This is an optimization exercise on Yosys and OpenROAD, whose aim is small area and a short achievable clock period, not a production implementation. Where RTL was checked, it was by simulation tests only, not by an equivalence proof against the original. For run 1, only the layout was checked, not whether the RTL still works. Power figures rest on the tool's default switching activity, not on a simulated workload.

===== flow/flow/run.sh =====
#!/bin/bash
# The standard layout (standard.sh), unchanged except that the input and
# output port buffers are plain buffers (buf_4) instead of the delay buffer
# that buffer_ports picks on its own. The make output goes to standard_flow.log;
# ORFS keeps each step's log under orfs/logs/.
set -euo pipefail
export BUFFER_PORTS_ARGS="-buffer_cell sky130_fd_sc_hd__buf_4"
bash standard.sh > standard_flow.log 2>&1

===== flow/standard.sh =====
#!/bin/bash
# synth_recipe.tcl (not shown) runs the flow's synth.tcl, then flattens the netlist and writes it again
# the make line also repeats each setting of config.mk as NAME=value (left out here)
make -C /OpenROAD-flow-scripts/flow DESIGN_CONFIG=/design/flow/config.mk WORK_HOME=/design/flow/orfs CLKGATE_MAP_FILE= SYNTH_SCRIPT=/design/flow/synth_recipe.tcl "${@:-finish}"

===== flow/config.mk =====
export PLATFORM = sky130hd
export DESIGN_NAME = TaskInjector
export DESIGN_NICKNAME = TaskInjector
export VERILOG_FILES = /design/flow/design.v
export SDC_FILE = /design/flow/constraint.sdc
export NUM_CORES = 4
export LEC_CHECK = 0
export ABC_CLOCK_PERIOD_IN_PS = 1000
export CAP_MARGIN = 20
export CORE_MARGIN = 2
export CORE_UTILIZATION = 55
export CTS_CLUSTER_DIAMETER = 60
export CTS_CLUSTER_SIZE = 25
export SETUP_SLACK_MARGIN = 2.75
export SLEW_MARGIN = 20
export TNS_END_PERCENT = 5

===== flow/constraint.sdc =====
create_clock -name core_clock -period 5.5 [get_ports {clk_i}]
set_input_delay 1.1000 -clock core_clock [delete_from_list [all_inputs] [get_ports {clk_i}]]
set_output_delay 1.1000 -clock core_clock [all_outputs]
set_load 0.01 [all_outputs]

===== flow/design.v =====
package TaskInjectorPkg;
    parameter logic [7:0] NEW_APP                = 8'h00;
    parameter logic [7:0] APP_ALLOCATION_REQUEST = 8'h01;
    parameter logic [7:0] APP_MAPPING_COMPLETE   = 8'h02;
    parameter logic [7:0] TASK_TERMINATED        = 8'h06;
    parameter logic [7:0] REQUEST_FINISH         = 8'h10;
    parameter logic [7:0] DATA_AV          = 8'h40;
    parameter logic [7:0] MESSAGE_REQUEST  = 8'h41;
    parameter logic [7:0] TASK_ALLOCATION  = 8'h42;
    parameter logic [7:0] MESSAGE_DELIVERY = 8'h43;
    parameter logic [7:0] MIGRATION_DATA   = 8'h51;
endpackage
import TaskInjectorPkg::*;
module TaskInjector
#(
    parameter logic [31:0] INJECTOR_ADDRESS = 32'hE0000000,
    parameter              FLIT_SIZE        = 32,
    parameter              INJECT_MAPPER    = 0
)
(
    input  logic                     clk_i,
    input  logic                     rst_ni,
    input  logic                     src_eoa_i,
    input  logic                     src_rx_i,
    output logic                     src_credit_o,
    input  logic [(FLIT_SIZE - 1):0] src_data_i,
    input  logic [15:0]              mapper_address_i,
    output logic                     noc_tx_o,
    output logic                     noc_eop_o,
    input  logic                     noc_credit_i,
    output logic [(FLIT_SIZE - 1):0] noc_data_o,
    input  logic                     noc_rx_i,
    input  logic                     noc_eop_i,
    output logic                     noc_credit_o,
    input  logic [(FLIT_SIZE - 1):0] noc_data_i
);
    localparam MAX_IN_SIZE = 260;   
    localparam ADDR_FIRST  = 6;     
    localparam N_ADDR      = MAX_IN_SIZE - ADDR_FIRST;
    localparam I_IDLE     = 0;
    localparam I_HASH     = 1;
    localparam I_TASK_CNT = 2;
    localparam I_SEND_DSC = 3;
    localparam I_MAP      = 4;
    localparam I_TXT_SZ   = 5;
    localparam I_DATA_SZ  = 6;
    localparam I_BSS_SZ   = 7;
    localparam I_ENTRY    = 8;
    localparam I_SEND_TSK = 9;
    localparam I_NEXT_TSK = 10;
    localparam I_WAIT_CMP = 11;
    localparam I_SEND_EOA = 12;
    localparam I_FINISHED = 13;
    localparam S_IDLE     = 0;
    localparam S_DATA_AV  = 1;
    localparam S_REQUEST  = 2;
    localparam S_WAIT_REQ = 3;
    localparam S_PACKET   = 4;
    localparam S_FINISHED = 5;
    localparam R_IDLE     = 0;
    localparam R_PACKET   = 1;
    localparam R_SERVICE  = 2;
    localparam R_DELIVERY = 3;
    localparam R_DROP     = 4;
    localparam R_WAIT_REQ = 5;
    localparam R_WAIT_DLV = 6;
    localparam R_WAIT_ALC = 7;
    localparam R_MAP_CMP  = 8;
    logic [13:0] is_q, is_d;
    logic [5:0]  ss_q, ss_d;
    logic [8:0]  rs_q, rs_d;
    logic [13:0] is_r;
    logic [5:0]  ss_r;
    logic [8:0]  rs_r;
    assign is_q = is_r ^ 14'(1 << I_IDLE);
    assign ss_q = ss_r ^ 6'(1 << S_IDLE);
    assign rs_q = rs_r ^ 9'(1 << R_IDLE);
    logic pass_q;     
    logic pass_dq;    
    logic tx_dq;
    logic tx_q;       
    logic credit_nq; 
    logic last_q;     
    logic rx_en_q;    
    logic [31:0] hdr_q;   
    logic [31:0] pm_q;    
    assign noc_tx_o     = (pass_q & src_rx_i)     | tx_q;
    assign src_credit_o = (pass_q & noc_credit_i) | ~credit_nq;
    assign noc_eop_o    = noc_credit_i & last_q;
    assign noc_data_o   = (src_data_i & pm_q) | hdr_q;
    assign noc_credit_o = rx_en_q;
    logic accept;
    logic sent;
    assign accept = ((pass_dq & src_rx_i) | tx_dq) & noc_credit_i;
    assign sent   = accept & last_q;
    logic [8:0] in_idx, in_idx_d;
    logic       in_wr;
    assign in_wr = rs_q[R_PACKET] && noc_rx_i;
    logic at0_q, at1_q, at2_q, at5_q, at_addr_q, at_last_q;
    always_comb begin
        if (rs_q[R_IDLE])
            in_idx_d = '0;
        else if (in_wr)
            in_idx_d = in_idx + 1'b1;
        else
            in_idx_d = in_idx;
    end
    logic        svc0_av, svc0_req, svc0_dlv;   
    logic        svc5_alc, svc5_cmp;            
    logic [7:0]  app_id;                        
    logic [15:0] in_f1;                         
    logic [31:0] in_f2;                         
    always_ff @(posedge clk_i or negedge rst_ni) begin
        if (!rst_ni) begin
            at0_q     <= 1'b0;
            at1_q     <= 1'b0;
            at2_q     <= 1'b0;
            at5_q     <= 1'b0;
            at_addr_q <= 1'b0;
            at_last_q <= 1'b0;
        end
        else begin
            at0_q     <= rs_d[R_PACKET] && (rs_q[R_IDLE] || (!in_wr && in_idx == 9'd0));
            at1_q     <= rs_d[R_PACKET] && !rs_q[R_IDLE] && (in_wr ? in_idx == 9'd0 : in_idx == 9'd1);
            at2_q     <= rs_d[R_PACKET] && !rs_q[R_IDLE] && (in_wr ? in_idx == 9'd1 : in_idx == 9'd2);
            at5_q     <= rs_d[R_PACKET] && !rs_q[R_IDLE] && (in_wr ? in_idx == 9'd4 : in_idx == 9'd5);
            at_addr_q <= rs_d[R_PACKET] && !rs_q[R_IDLE]
                      && (in_wr ? in_idx >= 9'(ADDR_FIRST - 1) : in_idx >= 9'(ADDR_FIRST));
            at_last_q <= !rs_q[R_IDLE]
                      && (in_wr ? in_idx == 9'(MAX_IN_SIZE - 2) : in_idx == 9'(MAX_IN_SIZE - 1));
        end
    end
    always_ff @(posedge clk_i) begin
        if (noc_rx_i && at0_q) begin
            svc0_av  <= (noc_data_i[23:16] == DATA_AV);
            svc0_req <= (noc_data_i[23:16] == MESSAGE_REQUEST);
            svc0_dlv <= (noc_data_i[23:16] == MESSAGE_DELIVERY);
        end
        if (noc_rx_i && at1_q)
            in_f1 <= noc_data_i[15:0];
        if (noc_rx_i && at2_q)
            in_f2 <= noc_data_i;
        if (noc_rx_i && at5_q) begin
            app_id   <= noc_data_i[31:24];
            svc5_alc <= (noc_data_i[23:16] == APP_ALLOCATION_REQUEST);
            svc5_cmp <= (noc_data_i[23:16] == APP_MAPPING_COMPLETE);
        end
    end
    logic [15:0] ring [N_ADDR];
    logic [7:0]  wr_pos;       
    logic [7:0]  fetch_pos;    
    logic [15:0] task_addr;
    logic        ring_wr;      
    logic        ring_clr_q;   
    logic        fetch_next;   
    logic [15:0] din;          
    logic        din_v, din_first;     
    logic        din_v_seen;           
    function automatic logic [7:0] ring_dec(input logic [7:0] pos);
        if (pos == 8'd0)
            ring_dec = 8'(N_ADDR - 1);
        else
            ring_dec = pos - 1'b1;
    endfunction
    logic [7:0]  din_pos;
    logic        pend_d, now_d;
    logic        w_en_q, w_first_q;    
    logic [15:0] w_hi_q;               
    logic [7:0]  w_lo_q;               
    logic [15:0] w_data_q;
    assign ring_wr = noc_rx_i && at_addr_q;
    assign din_pos = ring_dec(wr_pos);
    assign pend_d  = din_v && din_pos[0];
    assign now_d   = ring_wr && !din_pos[0];
    always_ff @(posedge clk_i) begin
        din      <= noc_data_i[15:0];
        w_data_q <= pend_d ? din : noc_data_i[15:0];
        for (int h = 0; h < 16; h++)
            w_hi_q[h] <= (din_pos[7:4] == 4'(h));
    end
    for (genvar gi = 0; gi < N_ADDR; gi++) begin : gen_ring
        if (gi % 2 == 0) begin : g_even
            logic sel;
            assign sel = w_hi_q[gi / 16] && w_lo_q[(gi / 2) % 8];
            always_ff @(posedge clk_i)
                ring[gi] <= ~((w_data_q & {16{sel}}) | ring[(gi + 1) % N_ADDR]);
        end
        else begin : g_odd
            always_ff @(posedge clk_i)
                ring[gi] <= ~({16{ring_clr_q}} | ring[(gi + 1) % N_ADDR]);
        end
    end
    always_ff @(posedge clk_i or negedge rst_ni) begin
        if (!rst_ni) begin
            wr_pos     <= '0;
            fetch_pos  <= '0;
            din_v      <= 1'b0;
            din_first  <= 1'b0;
            w_en_q     <= 1'b0;
            w_lo_q     <= '0;
            w_first_q  <= 1'b0;
            din_v_seen <= 1'b0;
            ring_clr_q <= 1'b1;
        end
        else begin
            wr_pos     <= ring_wr ? wr_pos : ring_dec(wr_pos);
            fetch_pos  <= fetch_pos_d;
            din_v      <= ring_wr;
            din_first  <= ring_wr && !din_v_seen;
            w_en_q     <= pend_d || now_d;
            for (int l = 0; l < 8; l++)
                w_lo_q[l] <= (pend_d || now_d) && (din_pos[3:1] == 3'(l));
            w_first_q  <= pend_d ? din_first : (ring_wr && !din_v_seen);
            din_v_seen <= (din_v_seen || ring_wr) && !rs_q[R_IDLE];
            ring_clr_q <= rs_d[R_IDLE] || rs_q[R_IDLE];
        end
    end
    localparam N_TAP = (N_ADDR + 7) / 8;
    logic [N_TAP-1:0] tap_q;
    logic [7:0]       fetch_pos_d;
    always_comb begin
        if (din_first)
            fetch_pos_d = din_pos;
        else if (!fetch_next)
            fetch_pos_d = ring_dec(fetch_pos);
        else
            fetch_pos_d = fetch_pos;
    end
    logic first_w_d;
    assign first_w_d = pend_d ? din_first : (now_d && !din_v_seen);
    always_ff @(posedge clk_i or negedge rst_ni) begin
        if (!rst_ni)
            tap_q <= '0;
        else
            for (int m = 0; m < N_TAP; m++)
                tap_q[m] <= !first_w_d
                         && (din_first  ? (wr_pos == 8'(8 * m + 1))
                           : fetch_next ? (fetch_pos == 8'(8 * m))
                           :              (fetch_pos == 8'(8 * m + 1)));
    end
    localparam N_GRP = 2;
    localparam GRP_TAPS = (N_TAP + N_GRP - 1) / N_GRP;
    logic [15:0] grp_d [N_GRP];
    logic [15:0] grp_q [N_GRP];
    logic        tap_hit_q;
    always_comb begin
        for (int j = 0; j < N_GRP; j++) begin
            grp_d[j] = '0;
            for (int m = j * GRP_TAPS; m < (j + 1) * GRP_TAPS && m < N_TAP; m++)
                grp_d[j] = grp_d[j] | (~ring[8 * m] & {16{tap_q[m]}});
        end
    end
    always_ff @(posedge clk_i) begin
        for (int j = 0; j < N_GRP; j++)
            grp_q[j] <= grp_d[j];
    end
    always_ff @(posedge clk_i or negedge rst_ni) begin
        if (!rst_ni)
            tap_hit_q <= 1'b0;
        else
            tap_hit_q <= |tap_q;
    end
    always_ff @(posedge clk_i) begin
        if (w_en_q && w_first_q)
            task_addr <= w_data_q;
        else if (tap_hit_q)
            task_addr <= grp_q[0] | grp_q[1];
    end
    logic in_last;    
    assign in_last = at_last_q;
    logic rx_start;
    assign rx_start = ss_q[S_WAIT_REQ] || is_q[I_MAP] || is_q[I_WAIT_CMP];
    always_comb begin
        rs_d = '0;
        rs_d[R_IDLE]     = (rs_q[R_IDLE] && !rx_start)
                        || (rs_q[R_SERVICE] && !svc0_av && !svc0_req && !svc0_dlv)
                        || (rs_q[R_DELIVERY] && !svc5_alc && !svc5_cmp)
                        || (rs_q[R_DROP] && noc_eop_i)
                        || ((rs_q[R_WAIT_REQ] || rs_q[R_WAIT_DLV]) && ss_q[S_FINISHED])
                        || (rs_q[R_WAIT_ALC] && is_q[I_WAIT_CMP])
                        || rs_q[R_MAP_CMP];
        rs_d[R_PACKET]   = (rs_q[R_IDLE] && rx_start)
                        || (rs_q[R_PACKET] && !(noc_rx_i && (noc_eop_i || in_last)));
        rs_d[R_SERVICE]  = rs_q[R_PACKET] && noc_rx_i && noc_eop_i;
        rs_d[R_DELIVERY] = rs_q[R_SERVICE] && svc0_dlv;
        rs_d[R_DROP]     = (rs_q[R_PACKET] && noc_rx_i && !noc_eop_i && in_last)
                        || (rs_q[R_DROP] && !noc_eop_i);
        rs_d[R_WAIT_REQ] = (rs_q[R_SERVICE] && svc0_av)
                        || (rs_q[R_WAIT_REQ] && !ss_q[S_FINISHED]);
        rs_d[R_WAIT_DLV] = (rs_q[R_SERVICE] && svc0_req)
                        || (rs_q[R_WAIT_DLV] && !ss_q[S_FINISHED]);
        rs_d[R_WAIT_ALC] = (rs_q[R_DELIVERY] && svc5_alc)
                        || (rs_q[R_WAIT_ALC] && !is_q[I_WAIT_CMP]);
        rs_d[R_MAP_CMP]  = rs_q[R_DELIVERY] && svc5_cmp;
    end
    always_ff @(posedge clk_i or negedge rst_ni) begin
        if (!rst_ni) begin
            rs_r    <= '0;
            in_idx  <= '0;
            rx_en_q <= 1'b0;
        end
        else begin
            rs_r    <= rs_d ^ 9'(1 << R_IDLE);
            in_idx  <= in_idx_d;
            rx_en_q <= rs_d[R_PACKET] || rs_d[R_DROP];
        end
    end
    logic [7:0]  task_cnt;
    logic [7:0]  current_task;
    logic [31:0] txt_sz;      
    logic [31:0] data_sz;     
    logic [31:0] bss_sz;      
    logic [31:0] entry;       
    always_ff @(posedge clk_i) begin
        if (src_rx_i) begin
            if (is_q[I_IDLE])     data_sz[16:0] <= src_data_i[16:0];
            if (is_q[I_HASH])     entry         <= src_data_i;
            if (is_q[I_TASK_CNT]) task_cnt      <= src_data_i[7:0];
            if (is_q[I_TXT_SZ])   txt_sz        <= src_data_i;
            if (is_q[I_DATA_SZ])  data_sz       <= src_data_i;
            if (is_q[I_BSS_SZ])   bss_sz        <= src_data_i;
            if (is_q[I_ENTRY])    entry         <= src_data_i;
        end
    end
    logic last_task;
    assign last_task = (current_task == task_cnt - 1'b1);
    always_comb begin
        is_d = '0;
        is_d[I_IDLE]     = (is_q[I_IDLE] && !src_rx_i && !src_eoa_i)
                        || (is_q[I_WAIT_CMP] && rs_q[R_MAP_CMP]);
        is_d[I_HASH]     = (is_q[I_IDLE] && src_rx_i) || (is_q[I_HASH] && !src_rx_i);
        is_d[I_TASK_CNT] = (is_q[I_HASH] && src_rx_i) || (is_q[I_TASK_CNT] && !src_rx_i);
        is_d[I_SEND_DSC] = (is_q[I_TASK_CNT] && src_rx_i) || (is_q[I_SEND_DSC] && !ss_q[S_FINISHED]);
        is_d[I_MAP]      = (is_q[I_SEND_DSC] && ss_q[S_FINISHED]) || (is_q[I_MAP] && !rs_q[R_WAIT_ALC]);
        is_d[I_TXT_SZ]   = (is_q[I_MAP] && rs_q[R_WAIT_ALC])
                        || (is_q[I_TXT_SZ] && !src_rx_i)
                        || (is_q[I_NEXT_TSK] && !last_task);
        is_d[I_DATA_SZ]  = (is_q[I_TXT_SZ] && src_rx_i) || (is_q[I_DATA_SZ] && !src_rx_i);
        is_d[I_BSS_SZ]   = (is_q[I_DATA_SZ] && src_rx_i) || (is_q[I_BSS_SZ] && !src_rx_i);
        is_d[I_ENTRY]    = (is_q[I_BSS_SZ] && src_rx_i) || (is_q[I_ENTRY] && !src_rx_i);
        is_d[I_SEND_TSK] = (is_q[I_ENTRY] && src_rx_i) || (is_q[I_SEND_TSK] && !ss_q[S_FINISHED]);
        is_d[I_NEXT_TSK] = is_q[I_SEND_TSK] && ss_q[S_FINISHED];
        is_d[I_WAIT_CMP] = (is_q[I_NEXT_TSK] && last_task) || (is_q[I_WAIT_CMP] && !rs_q[R_MAP_CMP]);
        is_d[I_SEND_EOA] = (is_q[I_IDLE] && !src_rx_i && src_eoa_i) || (is_q[I_SEND_EOA] && !ss_q[S_FINISHED]);
        is_d[I_FINISHED] = (is_q[I_SEND_EOA] && ss_q[S_FINISHED]) || is_q[I_FINISHED];
    end
    always_ff @(posedge clk_i or negedge rst_ni) begin
        if (!rst_ni) begin
            is_r         <= '0;
            current_task <= '0;
        end
        else begin
            is_r <= is_d ^ 14'(1 << I_IDLE);
            if (is_q[I_MAP])
                current_task <= '0;
            else if (is_q[I_NEXT_TSK])
                current_task <= current_task + 1'b1;
        end
    end
    logic send_msg;    
    assign send_msg = is_q[I_SEND_DSC] || is_q[I_SEND_EOA];
    always_comb begin
        ss_d = '0;
        ss_d[S_IDLE]     = (ss_q[S_IDLE] && !rs_q[R_WAIT_REQ] && !send_msg && !is_q[I_SEND_TSK])
                        || ss_q[S_FINISHED];
        ss_d[S_DATA_AV]  = (ss_q[S_IDLE] && !rs_q[R_WAIT_REQ] && send_msg)
                        || (ss_q[S_DATA_AV] && !sent);
        ss_d[S_REQUEST]  = (ss_q[S_IDLE] && rs_q[R_WAIT_REQ])
                        || (ss_q[S_REQUEST] && !sent);
        ss_d[S_WAIT_REQ] = (ss_q[S_DATA_AV] && sent)
                        || (ss_q[S_WAIT_REQ] && !rs_q[R_WAIT_DLV]);
        ss_d[S_PACKET]   = (ss_q[S_IDLE] && !rs_q[R_WAIT_REQ] && !send_msg && is_q[I_SEND_TSK])
                        || (ss_q[S_WAIT_REQ] && rs_q[R_WAIT_DLV])
                        || (ss_q[S_PACKET] && !sent);
        ss_d[S_FINISHED] = (ss_q[S_REQUEST] || ss_q[S_PACKET]) && sent;
    end
    logic [8:0] hdr_oh, hdr_oh_d, hdr_r;
    assign hdr_oh = hdr_r ^ 9'd1;
    always_comb begin
        if (ss_q[S_IDLE] || ss_q[S_WAIT_REQ])
            hdr_oh_d = 9'd1;
        else if (accept && !pass_dq)
            hdr_oh_d = {hdr_oh[7:0], 1'b0};
        else
            hdr_oh_d = hdr_oh;
    end
    logic [17:0] remain, remain_d;
    logic [17:0] remain_dec;
    assign remain_dec = remain - 1'b1;
    logic [18:0] txt_words_x, len_x;
    logic [17:0] txt_words;
    logic [17:0] len_q;
    logic        data_rnd;
    assign data_rnd    = |data_sz[1:0];
    assign txt_words_x = {txt_sz[17:2], (|txt_sz[1:0])} + {18'd6, (|txt_sz[1:0])};
    assign txt_words   = txt_words_x[18:1];
    assign len_x       = is_q[I_BSS_SZ]
                       ? {remain, data_rnd} + {data_sz[17:2], data_rnd}
                       : {remain, 1'b0} + {9'd0, task_cnt, 2'b00};
    always_ff @(posedge clk_i) begin
        if (is_q[I_BSS_SZ] || (is_q[I_SEND_DSC] && ss_q[S_IDLE]))
            len_q <= len_x[18:1];
    end
    always_comb begin
        remain_d = remain;
        if (is_q[I_HASH])
            remain_d = 18'(data_sz[16:0]) + 18'd3;
        else if (is_q[I_DATA_SZ])
            remain_d = txt_words;
        else if (is_q[I_ENTRY])
            remain_d = len_q;
        else if (is_q[I_SEND_DSC] && ss_q[S_WAIT_REQ])
            remain_d = len_q + 18'd4;
        else if (ss_q[S_PACKET] && accept)
            remain_d = remain_dec;
    end
    logic last_d;
    always_comb begin
        if (ss_d[S_DATA_AV] || ss_d[S_REQUEST])
            last_d = hdr_oh_d[2];
        else if (is_q[I_SEND_EOA])
            last_d = hdr_oh_d[5];
        else if (ss_q[S_PACKET] && accept)
            last_d = (remain == 18'd1);
        else
            last_d = (remain == 18'd0);
    end
    logic [31:0] hdr_w [8];    
    always_comb begin
        for (int k = 0; k < 8; k++)
            hdr_w[k] = '0;
        if (ss_q[S_DATA_AV]) begin
            hdr_w[0] = INJECTOR_ADDRESS;
            hdr_w[1] = {16'hFFFF, 16'h0000};
        end
        else if (ss_q[S_REQUEST]) begin
            hdr_w[0] = INJECTOR_ADDRESS;
            hdr_w[1] = {in_f2[31:16], 16'hFFFF};
        end
        else if (is_q[I_SEND_TSK]) begin
            hdr_w[0] = entry;
            hdr_w[1] = txt_sz;
            hdr_w[2] = data_sz;
            hdr_w[3] = bss_sz;
            hdr_w[4] = {app_id, current_task, mapper_address_i};
        end
        else begin
            hdr_w[0] = INJECTOR_ADDRESS;
            hdr_w[1] = {16'hFFFF, in_f2[15:0]};
            hdr_w[3] = is_q[I_SEND_EOA] ? 32'h00000004 : {12'h000, len_q, 2'b00};
            hdr_w[4] = is_q[I_SEND_EOA] ? {8'h00, REQUEST_FINISH, 16'h0000}
                                        : {task_cnt, NEW_APP, 16'h0000};
            hdr_w[5] = INJECTOR_ADDRESS;
            hdr_w[6] = entry;
        end
    end
    logic [31:0] hdr_adv;
    always_comb begin
        hdr_adv = '0;
        for (int k = 0; k < 8; k++)
            hdr_adv = hdr_adv | (hdr_w[k] & {32{hdr_oh[k]}});
    end
    always_ff @(posedge clk_i or negedge rst_ni) begin
        if (!rst_ni)
            fetch_next <= 1'b0;
        else
            fetch_next <= ss_d[S_IDLE] && !rs_d[R_WAIT_REQ] && is_d[I_SEND_TSK];
    end
    logic [31:0] hdr_d;
    always_comb begin
        hdr_d = hdr_q;
        if (ss_q[S_IDLE]) begin
            if (rs_q[R_WAIT_REQ])
                hdr_d = {8'h00, MESSAGE_REQUEST, in_f1};
            else if (is_q[I_SEND_TSK])
                hdr_d = {8'h00, TASK_ALLOCATION, task_addr};
            else
                hdr_d = {8'h00, DATA_AV, mapper_address_i};
        end
        else if (ss_q[S_WAIT_REQ])
            hdr_d = {8'h00, MESSAGE_DELIVERY, in_f1};
        else if (accept)
            hdr_d = hdr_adv;
    end
    logic hdr_end_q;
    logic pass_d, tx_d;
    assign pass_d = ss_d[S_PACKET] && (pass_dq || (accept && hdr_end_q));
    assign tx_d   = (ss_d[S_PACKET] && !pass_d) || ss_d[S_DATA_AV] || ss_d[S_REQUEST];
    always_ff @(posedge clk_i) begin
        hdr_q   <= hdr_d;
        pm_q    <= hdr_d | {32{pass_d}};
        pass_dq   <= pass_d;
        tx_dq     <= tx_d;
        hdr_end_q <= is_q[I_SEND_DSC] ? hdr_oh_d[7] : is_q[I_SEND_EOA] ? hdr_oh_d[5] : hdr_oh_d[6];
    end
    always_ff @(posedge clk_i or negedge rst_ni) begin
        if (!rst_ni) begin
            ss_r     <= '0;
            hdr_r    <= '0;
            remain   <= '0;
            pass_q   <= 1'b0;
            tx_q     <= 1'b0;
            credit_nq <= 1'b0;
            last_q   <= 1'b0;
        end
        else begin
            ss_r     <= ss_d ^ 6'(1 << S_IDLE);
            hdr_r    <= hdr_oh_d ^ 9'd1;
            remain   <= remain_d;
            pass_q   <= pass_d;
            tx_q     <= tx_d;
            credit_nq <= !(!ss_d[S_PACKET] && (
                            is_d[I_IDLE]   || is_d[I_HASH]    || is_d[I_TASK_CNT] ||
                            is_d[I_TXT_SZ] || is_d[I_DATA_SZ] || is_d[I_BSS_SZ]   ||
                            is_d[I_ENTRY]
                        ));
            last_q   <= last_d;
        end
    end
endmodule

==> summary.txt, run 1 <==
- Syn Std Cell Area: approximately 130000 µm²
- Max cap viols: 0
- Max FO, Critical Path: 4
- # H-tree levels: 4
- Number of global-route vias before repair: approximately 80000
- Initial Util: between 50% and 60%
- Synth Net Count: around 12000
- Sequential Area: roughly 95000 µm²
- Final WS setup: approximately 2.6 ns
- Top cell type's share of synthesized area: 65.4%
- Wire per inst: between 20 and 30 µm
- Top-count cell post-synth: dfxtp_1
- Initial antenna violation count: 31
- CP arrival: between 3 and 4 ns
- Crit path buf inv count: 2
- Pin count of the biggest net entering global routing: 196
- Cells after Synth: between 10000 and 15000
- Actual slew at the worst max-slew pin: 1.14 ns
- RSZ-0062 raised after global routing: yes
- Iteration-0 DRC Markers: 8773
- Fin cells: ~14000
- Hold_ws: between 0.2 and 0.25 ns
- Die H: between 400 and 500 µm
- Combinational power share: 13.3%
- Top delay family on crit path: compound AO/OA/AOI/OAI gates
- NumNets Final: about 11000
- Routing usage on met1: a little under half
- GR peak layer: met2
- Final min period: between 2 and 3 ns
- Area Growth Syn to Fin: 7.71%
- Max Freq: between 300 and 400 MHz
- First-pass GRT wire length: approximately 550000 µm
- Post-DRT Antenna Nets: 0
- Worst path cell trace: inv_2, ha_4, inv_1, fa_1, a21oi_2, o21ai_0, a21oi_2, o22a_2, o21ai_2, a311o_1, a31oi_1
- Core Rows: approximately 180
- Total grt overflow: 0
- Ys flop type: dfxtp_1
- GRT Overall Usage: about a third
- Seq pwr share: between 50% and 60%
- Leak: 54.2 nW
- Number of flops mapped to enable cells by yosys: about 230
- Post-synth cell types: 93
- Tightest Hold Check Type: input pin to async pin
- Register bit total from synthesis: between 4000 and 5000
- I/O pin cnt: around 120
- Yosys warns: 5
- Clk pwr share: 30.4%
- Critical path's slowest cell: edfxtp_1
- CTS clock-pin slew for the worst setup and hold paths: approximately 0.080 ns
- CTS tree: yes
- Yosys top cell by area: dfxtp_1
- Total number of vias: between 80000 and 90000
- VDD IR-drop max: between 300 and 400 µV
- Final period utilization: 53.3%
- GPL Wtd Cong: 0.941
- TritonRoute pass-1 iters: 6
- Layout cells sized above 1: between 5 and 6%
- Required @ worst endpoint: 6.23 ns
- Pwr per Cell Area: between 400 and 500 nW/µm²
- Placeable core area: between 200000 and 250000 µm²
- Skew final: between 0.03 and 0.04 ns
- Root Driver: clkbuf_16
- Number of remaining DRC errors: 0
- Slew Limit Fails: 0
- Multi-input gate area: between 30000 and 40000 µm²
- Die Width: approximately 500 µm
- Worst-Skew Late Latency: slightly above 0.9 ns
- Area contributors post-synth: dfxtp_1 65%, a21oi_1 8.5%, nor2_1 6.9%
- Slew headroom: around 24%
- Status: complete, no violations
- Placed Area: 132000 µm²
- Slowest stage delay, CP: ~0.47 ns
- Async set-reset flop share out of synthesis: under 10%
- Crit end category: register
- # clock sinks: 4588
- Setup CP Type: register to register
- Clock Path Buffers: 3
- Post-CTS Hold Buffers: 0
- Post-synthesis sequential area ratio: approximately 74%
- Sw Pwr: between 15 and 20 mW
- Post-DP HPWL: ~250000 µm
- Final Hold Vio Count: 0
- Sw Share: 28.4%
- Via/cell ratio: roughly 5.7
- Post-synth top cells: 4211 x dfxtp_1, 2357 x nor2_1, 2187 x a21oi_1
- Port Buf Inserts: roughly 120
- Post-route cell area: 139000 µm²
- Final setup viols: 0
- Met2 Track Usage GR: a little under half
- CTS Buf Count: roughly 230
- Total negative slack: 0 ns
- Internal power: 45.2 mW
- Startpoint type of the worst setup path: register
- Met3 Use GR: under 10%
- DP Worst Slack: roughly 2.2 ns
- Placed Cells: about 14000
- Final wirelength: between 300000 and 400000 µm
- Mean Syn Cell Area: 11.1 µm²
- DIE AREA: between 200000 and 250000 µm²
- CP most frequent cell: a21oi_2
- # fillers: 19600
==> power by group through the flow <==
| stage | logic, mW | registers, mW | clock network [mW] |
|---|---|---|---|
| 6_report | 8.37 | 35.6 | 19.2 |
| 5_1_grt | 9.05 | 35.7 | 20.6 |
| 4_1_cts | 8.27 | 35.5 | 19.4 |
| 3_5_place_dp | 8.23 | 36.3 | 0 |
| 3_3_place_gp | 8.04 | 36.5 | 0 |
| 2_1_floorplan | 5.81 | 35.5 | 0 |
==> worst register-to-register path, stage by stage (launching register included) <==
cell	delay (ns)
edfxtp_1	0.47
inv_2	0.12
ha_4	0.17
inv_1	0.09
fa_1	0.42
a21oi_2	0.23
o21ai_0	0.14
a21oi_2	0.22
o22a_2	0.25
o21ai_2	0.10
a311o_1	0.38
a31oi_1	0.17
==> cell usage in the layout, fill, tap and decap left out, types with 15 or more instances in the layout <==
master,netlist,routed
a211oi_1,27,26
a21o_1,50,50
a21oi_1,2187,2185
a221oi_1,20,20
a222oi_1,27,27
a22oi_1,41,41
a2bb2oi_1,16,16
and2_1,148,148
and3_1,28,27
buf_12,0,25
buf_4,6,211
clkbuf_1,809,20
clkbuf_16,0,229
dfrtp_1,145,136
dfxtp_1,4211,4195
dfxtp_4,0,16
edfxtp_1,231,231
ha_1,41,40
inv_1,83,82
mux2_2,21,21
mux2i_1,29,29
nand2_1,157,156
nand2b_1,39,39
nand3_1,45,45
nand4_1,34,34
nand4bb_1,19,19
nor2_1,2357,2354
nor3_1,38,38
nor4_1,36,36
o211ai_1,16,16
o21ai_0,171,170
o22ai_1,265,265
or3_1,15,15
xnor2_1,45,45
xor2_1,44,44
==> flip-flops by register name, indices dropped and copies added (netlist names), 9 cells and up <==
signal,count
ring,4064
bss_sz,32
data_sz,32
entry,32
grp_q,32
hdr_q,32
in_f2,32
pm_q,32
tap_q,32
txt_sz,32
len_q,18
remain,18
din,16
in_f1,16
task_addr,16
w_data_q,16
w_hi_q,16
is_r,13
in_idx,9
rs_r,9
==> logic make-up after synthesis <==
kind of cell,share of synthesized area [%]
AOI/OAI and AO/OA,12.5
xor gates and xnor gates,0.617
adders and majority gates,0.429
buffers and inverters,2.87
DFF,73.6
muxes,0.408
and+or+nand+nor,9.65
==> layer usage <==
metal,up-vias,wire [µm]
met1,42000,178000
li1,37900,-
met2,2837,169000
met4,4,11900
met5,-,27
met3,525,28000
==> cell type report <==
| class | count | share of cell area, % |
|---|---|---|
| diodes | 8 | 0.0144 |
| clock buffers | 261 | 4.30 |
| clock inverters | 73 | 0.792 |
| inverters | 87 | 0.235 |
| multi-input cells | 6101 | 21.9 |
| flip-flops and latches | 4588 | 68.4 |
| well taps | 3132 | 2.82 |
| repair buffers | 240 | 1.56 |
==> final timing paths <==
kind,startpoint,end,slack [ns],cells after the start
worst min register to register,ring[236][14]$_DFF_P_,ring[235][14]$_DFF_P_,0.36,1
max in group asynchronous,rst_ni,w_lo_q[4]$_DFF_PN0_,4.39,2
worst max register to register,data_sz[0]$_DFFE_PP_,len_q[15]$_DFFE_PP_,2.57,11
worst min-delay path,rst_ni,hdr_oh[3]$_DFFE_PN0P_,0.25,2
worst max-delay path,data_sz[0]$_DFFE_PP_,len_q[15]$_DFFE_PP_,2.57,11
min in group core_clock,noc_data_i[3],din[3]$_DFF_P_,0.35,1
==> through the flow <==
| step | power, mW | util (%) |
|---|---|---|
| floorplan | 41.3 | - |
| global placement | 44.5 | 56.5 |
| detailed placement | 44.5 | 56.5 |
| CTS | 63.2 | 59.6 |
| global route | 65.3 | 59.6 |
| finish | 63.1 | 59.6 |
==> repair_timing <==
item,4_1_cts,5_1_grt
setup buffers,2,9
gates resized for setup,5,6
pin swaps,2,4
endpoints found under the setup margin,23,34
==> run 2: changes to the inputs <==
--- a/flow/design.v
+++ b/flow/design.v
@@ -389,15 +389,26 @@
     assign remain_dec = remain - 1'b1;
-    logic [18:0] txt_words_x, len_x;
+    logic [18:0] txt_words_x;
     logic [17:0] txt_words;
     logic [17:0] len_q;
-    logic        data_rnd;
-    assign data_rnd    = |data_sz[1:0];
+    logic        len_c_q;
+    logic        len_lo_step, len_hi_step;
+    logic [17:0] len_add;      
+    logic        len_cin;
+    logic [9:0]  len_lo;
+    logic [8:0]  len_hi;
     assign txt_words_x = {txt_sz[17:2], (|txt_sz[1:0])} + {18'd6, (|txt_sz[1:0])};
     assign txt_words   = txt_words_x[18:1];
-    assign len_x       = is_q[I_BSS_SZ]
-                       ? {remain, data_rnd} + {data_sz[17:2], data_rnd}
-                       : {remain, 1'b0} + {9'd0, task_cnt, 2'b00};
+    assign len_lo_step = is_q[I_BSS_SZ] || (is_q[I_SEND_DSC] && ss_q[S_IDLE]);
+    assign len_hi_step = is_q[I_ENTRY]  || (is_q[I_SEND_DSC] && ss_q[S_DATA_AV]);
+    assign len_add     = is_q[I_SEND_DSC] ? 18'({task_cnt, 1'b0}) : 18'(data_sz[17:2]);
+    assign len_cin     = !is_q[I_SEND_DSC] && (|data_sz[1:0]);
+    assign len_lo      = 10'(remain[8:0]) + 10'(len_add[8:0]) + 10'(len_cin);
+    assign len_hi      = remain[17:9] + len_add[17:9] + 9'(len_c_q);
     always_ff @(posedge clk_i) begin
-        if (is_q[I_BSS_SZ] || (is_q[I_SEND_DSC] && ss_q[S_IDLE]))
-            len_q <= len_x[18:1];
+        if (len_lo_step) begin
+            len_q[8:0] <= len_lo[8:0];
+            len_c_q    <= len_lo[9];
+        end
+        if (len_hi_step)
+            len_q[17:9] <= len_hi;
     end
@@ -409,3 +420,3 @@
             remain_d = txt_words;
-        else if (is_q[I_ENTRY])
+        else if (is_q[I_SEND_TSK] && ss_q[S_IDLE])
             remain_d = len_q;
==> summary.txt, run 2 <==
- Total setup buffers inserted after CTS: 0 (-2)
- Yosys warns: 5 (unchanged)
- GPL Wtd Cong: 0.965 (+2.5%)
- Multi-input gate area: 29700 µm² (-2.3%)
- Area contributors post-synth: dfxtp_1 66%, a21oi_1 8.2%, nor2_1 6.7%
- Largest register FFs: 4064 (unchanged)
- # clock sinks: 4589 (+0.022%)
- Actual slew at the worst max-slew pin: 1.18 ns (+0.0406 ns)
- Post-route cell area: 138000 µm² (-0.57%)
- Worst-Skew Late Latency: 0.91 ns (about the same)
- R2R Path End: grp_q[0][15]$_DFF_P_
- Slew headroom: 21.5% (-2.5 points)
- Placed Area: 131000 µm² (-0.62%)
- Number of global-route vias before repair: 78700 (+0.84%)
- Worst path cell trace: inv_1, o22ai_1, nor4_1, nand4bb_1
- Clock Path Buffers: 3 (unchanged)
- Max Freq: 345 MHz (+1.2%)
- Fin cells: 14200 (-1.8%)
- GRT Overall Usage: 32.4% (+0.69 points)
- Final setup viols: 0 (unchanged)
- Pin count of the biggest net entering global routing: 153 (-22%)
- Post-DP HPWL: 254000 µm (+2.5%)
- Top delay family on crit path: simple AND/OR/NAND/NOR gates
- Area Growth Syn to Fin: 7.81%
- Combinational power share: 11.7% (-1.6 points)
- DIE AREA: 237000 µm² (-0.67%)
- Port Buf Inserts: 122 (unchanged)
- CTS tree: yes
- Final wirelength: 392000 µm (+1.4%)
- Clk pwr share: 31.0% (+0.6 points)
- Post-DRT Antenna Nets: 0 (unchanged)
- CTS Buf Count: 228 (+0.88%)
- RSZ-0062 raised after global routing: yes
- Via/cell ratio: 5.83 (+1.5%)
- CP startpoint: tap_q[8]$_DFF_PN0_
- Ys flop type: dfxtp_1
- I/O pin cnt: 123 (unchanged)
- Iteration-0 DRC Markers: 8444 (-3.8%)
- Max FO, Critical Path: 16 (+12)
- Placed Cells: 13900 (-1.9%)
- Layout cells sized above 1: 6.01% (+0.13 points)
- Number of remaining DRC errors: 0 (unchanged)
- TritonRoute pass-1 iters: 9 (+3)
- First-pass GRT wire length: 562000 µm (+1.4%)
- Sw Share: 27.8% (-0.51 points)
- Internal power: 44.9 mW (-0.73%)
- Most flop-heavy register: ring
- Critical path's slowest cell: inv_1
- Most common cell after layout, fill and taps aside: dfxtp_1
- Yosys top cell by area: dfxtp_1
- Leak: 54.0 nW (-0.39%)
- Crit path buf inv count: 1 (-1)
- Wire per inst: 27.6 µm (+3.3%)
- Max cap viols: 0 (unchanged)
- VDD IR-drop max: 347 µV (-0.73%)
- Total negative slack: 0 ns (unchanged)
- Root Driver: clkbuf_16
- Seq pwr share: 57.3% (+0.9 points)
- Post-synth top cells: 4211 x dfxtp_1, 2291 x nor2_1, 2101 x a21oi_1
- # fillers: 19400 (-0.89%)
- Top-count cell post-synth: dfxtp_1
- Syn Std Cell Area: 128000 µm² (-0.67%)
- Synth Net Count: 11600 (-1.7%)
- Final period utilization: 52.7% (-0.62 points)
- Async set-reset flop share out of synthesis: 3.18% (about the same)
- # H-tree levels: 4 (unchanged)
- Pwr per Cell Area: 450 nW/µm² (-0.87%)
- Initial antenna violation count: 35 (+13%)
- Cells after Synth: 11500 (-1.6%)
- Reg-to-Reg Start: tap_q[8]$_DFF_PN0_
- Setup CP Type: register to register
- Initial Util: 55.2% (-0.16 points)
- Total grt overflow: 0 (unchanged)
- Final min period: 2.90 ns (-0.0342 ns)
- Tightest Hold Check Type: input pin to async pin
- Slowest stage delay, CP: 0.76 ns (+0.29 ns)
- Skew final: 0.0480 ns (+0.0118 ns)
- Final Hold Vio Count: 0 (unchanged)
- Register bit total from synthesis: 4589 (+0.022%)
- Tot Pwr: 62.2 mW (-1.4%)
- Placeable core area: 232000 µm² (-0.38%)
- Status: complete, no violations
- Post-synthesis sequential area ratio: 74.1% (+0.52 points)
- Die H: 487 µm (-0.33%)
- Die Width: 487 µm (-0.33%)
- Crit end category: register
- Post-synth cell types: 82 (-12%)
- Sequential Area: 95000 µm² (about the same)
- NumNets Final: 11200 (-1.7%)
- Critical path depth: 4 (-7)
- Most frequent cells in the layout: 4195 x dfxtp_1, 2289 x nor2_1, 2099 x a21oi_1
- Required @ worst endpoint: 6.12 ns (-0.11 ns)
- CP arrival: 3.52 ns (-0.14 ns)
- Slew Limit Fails: 0 (unchanged)
- CTS clock-pin slew for the worst setup and hold paths: 0.09 ns (about the same)
- Total number of vias: 82900 (-0.39%)
- Reg2Reg Depth: 4 (-7)
- Mean Syn Cell Area: 11.2 µm² (+0.95%)
- Worst setup path end: grp_q[0][15]$_DFF_P_
- Internal reg-to-reg setup slack: 2.60 ns (+0.03 ns)
- Sw Pwr: 17.3 mW (-3.2%)
- Startpoint type of the worst setup path: register
- Final Util: 59.5% (-0.12 points)
- Number of flops mapped to enable cells by yosys: 232 (+0.43%)
- Core Rows: 177 (unchanged)
- Top cell type's share of synthesized area: 65.8% (+0.44 points)
[run 2: repair_timing]
action                     4_1_cts  5_1_grt
hold buffers                     0        0
gates cloned                     0        0
pin swaps                        0        0
setup endpoints to repair       80       87
resized for setup                7        8
[run 2: through the flow]
stage	worst slack, ns	hold slack (ns)
2_1_floorplan	2.65	0.363
3_3_place_gp	2.29	0.363
3_5_place_dp	2.25	0.365
4_1_cts	2.65	0.200
5_1_grt	2.53	0.237
6_report	2.60	0.208
[run 2: final cells by class]
| cell class | instances | area share (%) |
|---|---|---|
| flip-flops and latches | 4589 | 68.8 |
| clock buffers | 268 | 4.43 |
| inverters | 83 | 0.226 |
| multi-input cells | 5925 | 21.5 |
| well taps | 3043 | 2.76 |
| diodes | 13 | 0.0236 |
| clock inverters | 74 | 0.728 |
| repair buffers | 230 | 1.52 |
[run 2: how the worst min path moves through the flow]
stage	endpoint	start	depth (start not counted)	slack (ns)
after floorplan	ring[101][0]$_DFF_P_	ring[102][0]$_DFF_P_	1	0.36
after global placement	ring[5][9]$_DFF_P_	ring[6][9]$_DFF_P_	1	0.36
after detailed placement	ring[9][5]$_DFF_P_	ring[10][5]$_DFF_P_	1	0.37
after CTS	is_r[6]$_DFF_PN0_	rst_ni	1	0.20
after global routing	is_r[6]$_DFF_PN0_	rst_ni	1	0.24
final	hdr_oh[4]$_DFFE_PN0P_	rst_ni	1	0.21
[run 2: routing by layer]
| metal | part of all wire, % | vias to the layer above | GRT usage [%] |
|---|---|---|---|
| li1 | - | 37300 | - |
| met1 | 43 | 41600 | 45.2 |
| met2 | 45 | 3234 | 50.1 |
| met3 | 7.8 | 731 | 5.97 |
| met4 | 4.7 | 18 | 13.1 |
| met5 | 0.041 | - | 0 |
[run 2: kinds of logic (layout without fill, tap and decap cells)]
kind of cell,count (synthesis),in the layout,share of synthesized area (%)
flops,4589,4589,74.1
simple gates,2940,2940,9.69
compound gates,2824,2824,12.1
buf+inv,944,655,2.77
xor+xnor,71,71,0.485
mux,55,55,0.471
fa+ha+maj,35,35,0.365
other cells,0,13,0
[run 2: worst register-to-register path, delay by kind of cell, from the launching register on]
family / cells / cell delay, ns
and+or+nand+nor: 2 / 1.04
buffers and inverters: 1 / 0.76
DFF: 1 / 0.42
AOI/OAI and AO/OA: 1 / 0.41
[run 2: power by group through the flow]
stage / registers, mW / clock network (mW) / logic (mW)
5_1_grt: 35.7 / 20.7 / 7.87
3_5_place_dp: 36.4 / 0 / 7.19
6_report: 35.7 / 19.3 / 7.29
4_1_cts: 35.6 / 19.5 / 7.22
3_3_place_gp: 36.4 / 0 / 7.16
2_1_floorplan: 35.5 / 0 / 5.00
==> run 3: changes to the inputs <==
--- a/flow/config.mk
+++ b/flow/config.mk
@@ -10,3 +10,3 @@
 export CORE_MARGIN = 2
-export CORE_UTILIZATION = 55
+export CORE_UTILIZATION = 62
 export CTS_CLUSTER_DIAMETER = 60
==> summary.txt, run 3 <==
- Compound-Gate Fraction of Synth Area: 12.1% (unchanged)
- Layout cells sized above 1: 5.61% (-0.40 points)
- CTS Buf Count: 220 (-3.5%)
- Final setup viols: 0 (unchanged)
- Worst-Skew Late Latency: 0.92 ns (about the same)
- Die H: 459 µm (-5.8%)
- Most flop-heavy register: ring
- Area Growth Syn to Fin: 6.92%
- Fin cells: 13800 (-2.9%)
- Syn Std Cell Area: 128000 µm² (unchanged)
- Ys flop type: dfxtp_1
- Die Width: 459 µm (-5.8%)
- Number of flops mapped to enable cells by yosys: 232 (unchanged)
- Most common cell after layout, fill and taps aside: dfxtp_1
- Most frequent cells in the layout: 4195 x dfxtp_1, 2290 x nor2_1, 2099 x a21oi_1
- Combinational power share: 11.5% (-0.2 points)
- Yosys warns: 5 (unchanged)
- Placeable core area: 205000 µm² (-12%)
- Pwr per Cell Area: 447 nW/µm² (-0.63%)
- I/O pin cnt: 123 (unchanged)
- Placed Cells: 13500 (-2.8%)
- Startpoint type of the worst setup path: register
- Clk pwr share: 30.1% (-0.9 points)
- CP arrival: 3.60 ns (+0.08 ns)
- CTS tree: yes
- Seq pwr share: 58.4% (+1.1 points)
- Sw Share: 27.7% (-0.12 points)
- Crit end category: register
- GPL Wtd Cong: 0.968 (+0.30%)
- Cells after Synth: 11500 (unchanged)
- Number of remaining DRC errors: 0 (unchanged)
- Max FO, Critical Path: 18 (+2)
- Number of global-route vias before repair: 78600 (-0.10%)
- Post-CTS Hold Buffers: 0 (unchanged)
- Final wirelength: 379000 µm (-3.4%)
- Post-Synth Simple-Gate Area: 9.69% (unchanged)
- Pin count of the biggest net entering global routing: 199 (+30%)
- CTS clock-pin slew for the worst setup and hold paths: 0.09 ns (about the same)
- GRT Overall Usage: 35.2% (+2.8 points)
- Root Driver: clkbuf_16
- Core Rows: 166 (-6.2%)
- Final WS setup: 2.67 ns (+0.0664 ns)
- Initial Util: 62.5% (+7.3 points)
- Mean Syn Cell Area: 11.2 µm² (unchanged)
- Iteration-0 DRC Markers: 9659 (+14%)
- Post-DRT Antenna Nets: 0 (unchanged)
- Post-Synth Adder-Cell Area: 0.365% (unchanged)
- Total grt overflow: 0 (unchanged)
- GR peak layer: met2
- Area contributors post-synth: dfxtp_1 66%, a21oi_1 8.2%, nor2_1 6.7%
- First-pass GRT wire length: 545000 µm (-3.1%)
- Max cap viols: 0 (unchanged)
- Leak: 53.6 nW (-0.70%)
- Slew headroom: 25.7% (+4.2 points)
- Mux share of post-synthesis cell area: 0.471% (unchanged)
- DP Worst Slack: 2.09 ns (-0.153 ns)
- Status: complete, no violations
- Post-synth cell types: 82 (unchanged)
- VDD IR-drop max: 382 µV (+10%)
- Sw Pwr: 17.0 mW (-1.9%)
- NumNets Final: 11100 (-0.30%)
- Top-count cell post-synth: dfxtp_1
- Slew Limit Fails: 0 (unchanged)
- Yosys top cell by area: dfxtp_1
- Met2 Track Usage GR: 54.3% (+4.2 points)
- Wire per inst: 27.4 µm (-0.49%)
- # clock sinks: 4589 (unchanged)
- Post-synthesis sequential area ratio: 74.1% (unchanged)
- Required @ worst endpoint: 6.27 ns (+0.15 ns)
- Post-synth top cells: 4211 x dfxtp_1, 2291 x nor2_1, 2101 x a21oi_1
- Actual slew at the worst max-slew pin: 1.11 ns (-0.0629 ns)
- Largest family of logic cells by synthesized area: compound AO/OA/AOI/OAI gates
- Register bit total from synthesis: 4589 (unchanged)
- Clock Path Buffers: 3 (unchanged)
- Largest register FFs: 4064 (unchanged)
- Total number of vias: 83400 (+0.53%)
- Tightest Hold Check Type: input pin to async pin
- Top cell type's share of synthesized area: 65.8% (unchanged)
- Total negative slack: 0 ns (unchanged)
- Internal power: 44.3 mW (-1.3%)
- Final Hold Vio Count: 0 (unchanged)
- Final period utilization: 51.4% (-1.2 points)
- Post-Synth XOR/XNOR Area: 0.485% (unchanged)
- # H-tree levels: 4 (unchanged)
- Final Util: 66.8% (+7.3 points)
- Via/cell ratio: 6.04 (+3.5%)
- Met3 Use GR: 6.43% (+0.46 points)
- Setup CP Type: register to register
- Post-DP HPWL: 243000 µm (-4.3%)
- RSZ-0062 raised after global routing: yes
- Max Freq: 353 MHz (+2.3%)
- Async set-reset flop share out of synthesis: 3.18% (unchanged)
- Routing usage on met1: 47.8% (+2.7 points)
- Port Buf Inserts: 122 (unchanged)
- Skew final: 0.0483 ns (+0.000263 ns)
- Initial antenna violation count: 26 (-26%)
- Final min period: 2.83 ns (-0.0664 ns)
- DIE AREA: 210000 µm² (-11%)
- TritonRoute pass-1 iters: 12 (+3)
- Synth Net Count: 11600 (unchanged)
run 3: cell counts after synthesis:
No cell type changed its count.
run 3: repair_timing:
action,in CTS,in global routing
resized for setup,9,4
setup buffers,3,0
setup endpoints to repair,94,48
run 3: logic make-up after synthesis:
family                   count (synthesis)
AO/OA/AOI/OAI                         2824
buffers and inverters                  944
AND/OR/NAND/NOR                       2940
multiplexers                            55
adder cells (fa/ha/maj)                 35
XOR/XNOR                                71
flip-flops                            4589
run 3: power groups by stage:
stage / combinational [mW] / sequential (mW) / clock [mW]
after floorplan: 5.00 / 35.5 / 0
after global placement: 6.79 / 36.5 / 0
after detailed placement: 6.86 / 36.5 / 0
after CTS: 6.93 / 35.7 / 18.5
after global routing: 7.56 / 35.9 / 19.8
final: 7.04 / 35.8 / 18.4
run 3: cell type report:
cell class,instances,area (µm²)
diodes,15,37.5
clock buffers,243,5700
clock inverters,63,911
fillers,15700,68000
inverters,83,315
multi-input cells,5925,29800
flip-flops and latches,4589,95000
well taps,2688,3360
repair buffers,204,1900
run 3: final timing paths:
kind,start,to,cells after the start,slack [ns]
hold reg to reg,ring[191][9]$_DFF_P_,ring[190][9]$_DFF_P_,1,0.36
max in group asynchronous,rst_ni,w_lo_q[2]$_DFF_PN0_,2,4.25
min in group core_clock,noc_data_i[0],din[0]$_DFF_P_,1,0.30
hold / removal,rst_ni,hdr_oh[1]$_DFFE_PN0P_,1,0.24
setup reg to reg,wr_pos[0]$_DFFE_PN0N_,w_lo_q[5]$_DFF_PN0_,7,2.67
setup / recovery,wr_pos[0]$_DFFE_PN0N_,w_lo_q[5]$_DFF_PN0_,7,2.67
run 3: layer usage:
metal,wire [µm],part of all wire (%)
met5,66,0.017
met4,22700,6.0
met3,31900,8.4
met2,169000,45
met1,155000,41
run 3: worst max-delay path: stages, from the launching register on:
cell     delay, ns
dfrtp_1       0.44
inv_1         0.14
ha_1          0.19
or3b_2        0.52
o21ai_2       0.36
nand2_2       0.41
o21a_1        0.30
nor4_1        0.34
run 3: per-stage QoR:
step,power [mW],hold slack (ns),instance area (µm²)
2_1_floorplan,40.5,0.363,128000
3_3_place_gp,43.3,0.363,130000
3_5_place_dp,43.4,0.365,130000
4_1_cts,61.2,0.281,137000
5_1_grt,63.2,0.291,137000
6_report,61.3,0.241,137000
==> run 4: changes to the inputs <==
--- a/flow/config.mk
+++ b/flow/config.mk
@@ -10,6 +10,6 @@
 export CORE_MARGIN = 2
-export CORE_UTILIZATION = 62
+export CORE_UTILIZATION = 78
 export CTS_CLUSTER_DIAMETER = 60
 export CTS_CLUSTER_SIZE = 25
-export SETUP_SLACK_MARGIN = 2.75
+export SETUP_SLACK_MARGIN = 2.9
 export SLEW_MARGIN = 20
==> summary.txt, run 4 <==
- Critical path's slowest cell: inv_1
- RSZ-0062 raised after global routing: yes
- Final Hold Vio Count: 0 (unchanged)
- Post-DRT Antenna Nets: 0 (unchanged)
- Startpoint type of the worst setup path: register
- Max FO, Critical Path: 16 (-2)
- Multi-input gate area: 29800 µm² (about the same)
- Leak: 53.6 nW (about the same)
- Top-count cell post-synth: dfxtp_1
- # H-tree levels: 4 (unchanged)
- Number of flops mapped to enable cells by yosys: 232 (unchanged)
- # clock sinks: 4589 (unchanged)
- Most frequent cells in the layout: 4195 x dfxtp_1, 2288 x nor2_1, 2099 x a21oi_1
- Initial Util: 78.6% (+16 points)
- Iteration-0 DRC Markers: 15800 (+63%)
- CTS Buf Count: 214 (-2.7%)
- Slew Limit Fails: 0 (unchanged)
- Placed Cells: 13000 (-3.7%)
- Reg2Reg Depth: 4 (-3)
- Core Rows: 148 (-11%)
- Syn Std Cell Area: 128000 µm² (unchanged)
- Wire per inst: 31.8 µm (+16%)
- Setup CP Type: register to register
- GRT Overall Usage: 49.4% (+14 points)
- Ys flop type: dfxtp_1
- Register bit total from synthesis: 4589 (unchanged)
- Fin cells: 13400 (-3.2%)
- Final Util: 83.7% (+17 points)
- Final min period: 2.93 ns (+0.101 ns)
- Slowest stage delay, CP: 0.67 ns (+0.15 ns)
- Required @ worst endpoint: 6.13 ns (-0.14 ns)
- CTS clock-pin slew for the worst setup and hold paths: 0.09 ns (about the same)
- Die Width: 409 µm (-11%)
- Synth Net Count: 11600 (unchanged)
- Top cell type's share of synthesized area: 65.8% (unchanged)
- DP Worst Slack: 2.31 ns (+0.218 ns)
- Final period utilization: 53.3% (+1.8 points)
- Area Growth Syn to Fin: 6.42%
- Async set-reset flop share out of synthesis: 3.18% (unchanged)
- DIE AREA: 168000 µm² (-20%)
- Max cap viols: 0 (unchanged)
- First-pass GRT wire length: 601000 µm (+10%)
- Crit end category: register
- Pin count of the biggest net entering global routing: 206 (+3.5%)
- # fillers: 7507 (-52%)
- Reg-to-Reg Start: tap_q[7]$_DFF_PN0_
- Most common cell after layout, fill and taps aside: dfxtp_1
- Largest register FFs: 4064 (unchanged)
- Number of remaining DRC errors: 0 (unchanged)
- Layout cells sized above 1: 5.77% (+0.16 points)
- Initial antenna violation count: 49 (+88%)
- Internal reg-to-reg setup slack: 2.57 ns (-0.10 ns)
- Post-synth top cells: 4211 x dfxtp_1, 2291 x nor2_1, 2101 x a21oi_1
- R2R Path End: grp_q[0][6]$_DFF_P_
- Pwr per Cell Area: 447 nW/µm² (-0.13%)
- Total number of vias: 92100 (+10%)
- Cells after Synth: 11500 (unchanged)
- Actual slew at the worst max-slew pin: 1.41 ns (+0.293 ns)
- Post-CTS Hold Buffers: 0 (unchanged)
- TritonRoute pass-1 iters: 14 (+2)
- Post-DP HPWL: 249000 µm (+2.4%)
- I/O pin cnt: 123 (unchanged)
- Die H: 409 µm (-11%)
- Sequential Area: 95000 µm² (about the same)
- Port Buf Inserts: 122 (unchanged)
- Yosys warns: 5 (unchanged)
- Via/cell ratio: 6.89 (+14%)
- Number of global-route vias before repair: 89900 (+14%)
- Final WS setup: 2.57 ns (-0.101 ns)
- Final wirelength: 426000 µm (+12%)
- Area contributors post-synth: dfxtp_1 66%, a21oi_1 8.2%, nor2_1 6.7%
- Slew headroom: 6.13% (-20 points)
- Clock Path Buffers: 3 (unchanged)
- GPL Wtd Cong: 0.992 (+2.5%)
- Max Freq: 341 MHz (-3.4%)
- VDD IR-drop max: 504 µV (+32%)
- NumNets Final: 11200 (+0.33%)
- Total grt overflow: 0 (unchanged)
- Final setup viols: 0 (unchanged)
- Placeable core area: 163000 µm² (-21%)
- Worst-Skew Late Latency: 0.92 ns (about the same)
- Root Driver: clkbuf_16
- Total negative slack: 0 ns (unchanged)
- CP arrival: 3.57 ns (-0.03 ns)
- Tightest Hold Check Type: input pin to async pin
- Yosys top cell by area: dfxtp_1
- Skew final: 0.0594 ns (+0.0112 ns)
- Most flop-heavy register: ring
- Post-synthesis sequential area ratio: 74.1% (unchanged)
- Worst path cell trace: inv_1, o22ai_1, nor4_1, nand4bb_1
- CTS tree: yes
- Mean Syn Cell Area: 11.2 µm² (unchanged)
- Post-synth cell types: 82 (unchanged)
- Status: complete, no violations
-- run 4: cell count changes in the layout (fill, tap and decap cells not counted), moves of 5 or more --
cell / previous run / this run
buf_4: 172 / 217
clkbuf_16: 222 / 217
diode_2: 15 / 72
clkinvlp_4: 6 / 1
clkinv_4: 6 / 1
bufinv_16: 6 / 1
-- run 4: how the worst max path moves through the flow --
| stage | startpoint | to | slack [ns] | cells past startpoint |
|---|---|---|---|---|
| 2_1_floorplan | src_rx_i | credit_nq$_DFF_PN0_ | 2.65 | 6 |
| 3_3_place_gp | src_rx_i | pm_q[2]$_DFF_P_ | 2.33 | 7 |
| 3_5_place_dp | src_rx_i | pm_q[4]$_DFF_P_ | 2.31 | 7 |
| 4_1_cts | tx_q$_DFF_PN0_ | noc_tx_o | 2.75 | 2 |
| 5_1_grt | is_r[9]$_DFF_PN0_ | pm_q[31]$_DFF_P_ | 2.74 | 6 |
| 6_report | tap_q[7]$_DFF_PN0_ | grp_q[0][6]$_DFF_P_ | 2.57 | 4 |
-- run 4: worst max-delay path: cells and delay by family (launching register included) --
kind | cells | cell delay, ns
and+or+nand+nor | 2 | 0.96
AOI/OAI and AO/OA | 1 | 0.61
DFF | 1 | 0.40
buffers and inverters | 1 | 0.67
-- run 4: cell families after synthesis --
family	share of synthesized area (%)
buffers and inverters	2.77
adders and majority gates	0.365
AOI/OAI and AO/OA	12.1
DFF	74.1
and+or+nand+nor	9.69
muxes	0.471
xor gates and xnor gates	0.485
-- run 4: power breakdown --
part | switching, mW | internal (mW)
Sequential | 1.33 | 34.3
Combinational | 5.14 | 2.15
Clock | 10.5 | 7.46
Total | 17.0 | 44.0
-- run 4: final cells by class --
class / count / area share [%]
Antenna cell: 72 / 0.132
Clock buffer: 240 / 4.12
Clock inverter: 36 / 0.390
Inverter: 83 / 0.229
Multi-Input combinational cell: 5925 / 21.8
Sequential cell: 4589 / 69.7
Tap cell: 2175 / 2.00
Timing Repair Buffer: 247 / 1.61
-- run 4: layer usage --
metal	track usage [%]	routed length, µm	up-vias
met4	41.4	43300	18
met3	15.2	56600	2440
met1	59.2	141000	44000
li1	-	-	37300
met2	73.4	185000	8285
met5	0.402	219	-
-- run 4: stage by stage --
stage          power, mW  area [µm²]  hold WS (ns)
2_1_floorplan       40.5      128000         0.363
3_5_place_dp        43.1      130000         0.365
3_3_place_gp        43.1      130000         0.363
5_1_grt             62.2      136000        0.0715
4_1_cts             60.2      136000        0.0478
6_report            60.9      136000        0.0702
-- run 4: repair_timing --
action / 4_1_cts / 5_1_grt
endpoints found under the setup margin: 145 / 334
resized for setup: 14 / 14
pin swaps: 3 / 7
buffers inserted: 5 / 22
==> run 5: changes to the inputs <==
--- a/flow/config.mk
+++ b/flow/config.mk
@@ -10,3 +10,3 @@
 export CORE_MARGIN = 2
-export CORE_UTILIZATION = 78
+export CORE_UTILIZATION = 70
 export CTS_CLUSTER_DIAMETER = 60
==> summary.txt, run 5 <==
- Slew Limit Fails: 0 (unchanged)
- # H-tree levels: 4 (unchanged)
- Max cap viols: 0 (unchanged)
- Largest family of logic cells by synthesized area: compound AO/OA/AOI/OAI gates
- Crit end category: primary output
- Skew final: 0.0503 ns (-0.00916 ns)
- CP startpoint: src_data_i[1]
- Startpoint type of the worst setup path: input pin
- Number of remaining DRC errors: 0 (unchanged)
- Root Driver: clkbuf_16
- Routing usage on met1: 53.4% (-5.7 points)
- TritonRoute pass-1 iters: 10 (-4)
- Final min period: 2.74 ns (-0.193 ns)
- Yosys top cell by area: dfxtp_1
- Total number of vias: 84600 (-8.1%)
- Area contributors post-synth: dfxtp_1 66%, a21oi_1 8.2%, nor2_1 6.7%
- Top-count cell post-synth: dfxtp_1
- VDD IR-drop max: 781 µV (+55%)
- Iteration-0 DRC Markers: 10700 (-32%)
- First-pass GRT wire length: 536000 µm (-11%)
- Mean Syn Cell Area: 11.2 µm² (unchanged)
- Reg2Reg Depth: 7 (+3)
- Final Hold Vio Count: 0 (unchanged)
- Layout cells sized above 1: 5.71% (-0.067 points)
- Actual slew at the worst max-slew pin: 1.18 ns (-0.224 ns)
- Wire per inst: 27.6 µm (-13%)
- Internal reg-to-reg setup slack: 2.80 ns (+0.23 ns)
- Core Rows: 157 (+6.1%)
- Required @ worst endpoint: 4.40 ns (-1.73 ns)
- Post-synth cell types: 82 (unchanged)
- Most flop-heavy register: ring
- CTS Buf Count: 218 (+1.9%)
- GR peak layer: met2
- Final wirelength: 374000 µm (-12%)
- Post-synthesis sequential area ratio: 74.1% (unchanged)
- Max Freq: 365 MHz (+7.1%)
- Synth Net Count: 11600 (unchanged)
- Pin count of the biggest net entering global routing: 224 (+8.7%)
- Post-Synth XOR/XNOR Area: 0.485% (unchanged)
- Post-route cell area: 137000 µm² (+0.13%)
- GPL Wtd Cong: 1.02 (+3.3%)
- Top cell type's share of synthesized area: 65.8% (unchanged)
- R2R Path End: w_hi_q[15]$_DFF_P_
- Total negative slack: 0 ns (unchanged)
- Post-DRT Antenna Nets: 0 (unchanged)
- CTS tree: yes
- Total grt overflow: 0 (unchanged)
- Placed Area: 130000 µm² (+0.18%)
- I/O pin cnt: 123 (unchanged)
- CP arrival: 1.64 ns (-1.93 ns)
- Port Buf Inserts: 122 (unchanged)
- GRT Overall Usage: 39.3% (-10 points)
- Initial antenna violation count: 25 (-49%)
- Pwr per Cell Area: 444 nW/µm² (-0.60%)
- Clock Path Buffers: 3 (unchanged)
- Area Growth Syn to Fin: 6.56%
- Yosys warns: 5 (unchanged)
- Async set-reset flop share out of synthesis: 3.18% (unchanged)
- CTS clock-pin slew for the worst setup and hold paths: 0.09 ns (about the same)
- Post-synth top cells: 4211 x dfxtp_1, 2291 x nor2_1, 2101 x a21oi_1
- Most frequent cells in the layout: 4195 x dfxtp_1, 2288 x nor2_1, 2098 x a21oi_1
- Status: complete, no violations
- Final period utilization: 49.8% (-3.5 points)
- Die H: 432 µm (+5.5%)
- Post-Synth Adder-Cell Area: 0.365% (unchanged)
- Slew headroom: 21.1% (+15 points)
- Die Width: 432 µm (+5.5%)
- Number of flops mapped to enable cells by yosys: 232 (unchanged)
- NumNets Final: 11200 (-0.21%)
- RSZ-0062 raised after global routing: yes
- Most common cell after layout, fill and taps aside: dfxtp_1
- Compound-Gate Fraction of Synth Area: 12.1% (unchanged)
- Syn Std Cell Area: 128000 µm² (unchanged)
- Register bit total from synthesis: 4589 (unchanged)
- Via/cell ratio: 6.25 (-9.3%)
- # clock sinks: 4589 (unchanged)
- Number of global-route vias before repair: 79800 (-11%)
- Mux share of post-synthesis cell area: 0.471% (unchanged)
- Final setup viols: 0 (unchanged)
- Setup CP Type: input pin to primary output
- Tightest Hold Check Type: input pin to async pin
- Met2 Track Usage GR: 59.5% (-14 points)
- Max FO, Critical Path: 6 (-10)
- Met3 Use GR: 7.27% (-7.9 points)
- Cells after Synth: 11500 (unchanged)
- Leak: 53.6 nW (about the same)
- Initial Util: 70.2% (-8.4 points)
- Reg-to-Reg Start: wr_pos[0]$_DFFE_PN0N_
- Post-Synth Simple-Gate Area: 9.69% (unchanged)
- Worst-Skew Late Latency: 0.92 ns (about the same)
- DIE AREA: 186000 µm² (+11%)
- Ys flop type: dfxtp_1
- Largest register FFs: 4064 (unchanged)
- Worst setup path end: noc_data_o[1]
- # fillers: 11900 (+59%)
- Post-DP HPWL: 240000 µm (-3.7%)
- Placeable core area: 182000 µm² (+12%)
[run 5: cell counts after synthesis]
Identical to the previous run, type by type.
[run 5: cell type report]
class | instances | area (µm²) | share of cell area, %
timing repair buffer | 219 | 1960 | 1.44
clock buffer | 244 | 5720 | 4.19
clock inverter | 50 | 646 | 0.473
tap | 2385 | 2980 | 2.19
antenna | 43 | 108 | 0.0788
sequential | 4589 | 95000 | 69.6
inverter | 83 | 312 | 0.228
multi-input combinational | 5925 | 29800 | 21.8
[run 5: routing by layer]
| layer | up-vias | share of wire (%) |
|---|---|---|
| met5 | - | 0.014 |
| met4 | 10 | 6.8 |
| met3 | 957 | 9.7 |
| met2 | 4317 | 44 |
| met1 | 42100 | 39 |
| li1 | 37200 | - |
[run 5: worst min-delay path by stage]
stage,slack (ns),endpoint,cells after the start,start
after global routing,0.14,hdr_oh[4]$_DFFE_PN0P_,1,rst_ni
after CTS,0.11,hdr_oh[4]$_DFFE_PN0P_,1,rst_ni
after detailed placement,0.37,ring[213][0]$_DFF_P_,1,ring[214][0]$_DFF_P_
final,0.13,hdr_oh[4]$_DFFE_PN0P_,1,rst_ni
after floorplan,0.36,ring[101][0]$_DFF_P_,1,ring[102][0]$_DFF_P_
after global placement,0.36,ring[137][7]$_DFF_P_,1,ring[138][7]$_DFF_P_
[run 5: cells by family (layout without fill, tap and decap cells)]
family | count (synthesis) | count (layout)
adder cells (fa/ha/maj) | 35 | 35
other | 0 | 43
flip-flops | 4589 | 4589
buffers and inverters | 944 | 596
AO/OA/AOI/OAI | 2824 | 2824
XOR/XNOR | 71 | 71
AND/OR/NAND/NOR | 2940 | 2940
multiplexers | 55 | 55
[run 5: stage by stage]
| step | util (%) | hold slack [ns] | cells | power [mW] | setup slack (ns) |
|---|---|---|---|---|---|
| floorplan | - | 0.363 | 11500 | 40.5 | 2.65 |
| global placement | 71.2 | 0.363 | 13200 | 43.1 | 2.35 |
| detailed placement | 71.2 | 0.365 | 13200 | 43.1 | 2.32 |
| CTS | 74.7 | 0.112 | 13500 | 60.4 | 2.51 |
| global route | 74.8 | 0.140 | 13500 | 62.4 | 2.71 |
| finish | 74.8 | 0.128 | 13500 | 60.6 | 2.76 |
[run 5: report_power, final]
part	switching, mW	leakage, nW	internal (mW)	total [mW]
sequential	1.31	38.0	34.3	35.6
combinational	4.97	12.4	2.08	7.05
clock	10.3	3.12	7.63	17.9
total	16.6	53.6	44.1	60.6
[run 5: what timing repair did]
item	4_1_cts	5_1_grt
cloned	0	0
buffers inserted	2	6
hold buffers	0	0
endpoints found under the setup margin	123	302
pin swaps	1	9
resized for setup	1	36
[run 5: critical path, cell delays in order]
cell and delay, ns:
buf_4 0.15, a21o_1 0.22, buf_4 0.17

-- what the ideal ports hide --
How much do the figures lean on ideal ports? The routed layouts below were timed once more, with nothing changed but the port constraints. Step 1: set_driving_cell puts a clkbuf_16 on clk_i and a buf_2 on each other input, an assumption about the parent block. Step 2, shift: input delay + t, output delay - t, t = (earliest + latest rising clock arrival at the registers) / 2. This alone moves slack from input paths to output paths. a / b / c = ideal ports / drivers / drivers and shift; a / b = the first two.
| run | t (ns) | slack for setup (ns) | latest minus earliest clock arrival (ns) | worst register clock-pin slew, ns | worst data-port slew with drivers (ns) |
|---|---|---|---|---|---|
| run 1 | 0.985 | 2.570 / 2.570 / 2.191 | 0.045 / 0.046 | 0.10 / 0.10 | 0.09 |
| run 2 | 0.980 | 2.604 / 2.603 / 2.262 | 0.052 / 0.053 | 0.10 / 0.10 | 0.15 |
| run 3 | 0.989 | 2.671 / 2.581 / 2.295 | 0.050 / 0.050 | 0.10 / 0.10 | 0.22 |
| run 4 | 0.990 | 2.570 / 2.570 / 2.291 | 0.072 / 0.072 | 0.11 / 0.11 | 0.08 |
| run 5 | 0.983 | 2.763 / 2.685 / 2.368 | 0.051 / 0.051 | 0.10 / 0.10 | 0.09 |
After both steps setup and hold are still met in every run listed. The setup slack of run 5, which loses most, moves by -0.078 ns with the drivers and by -0.395 ns with both steps.
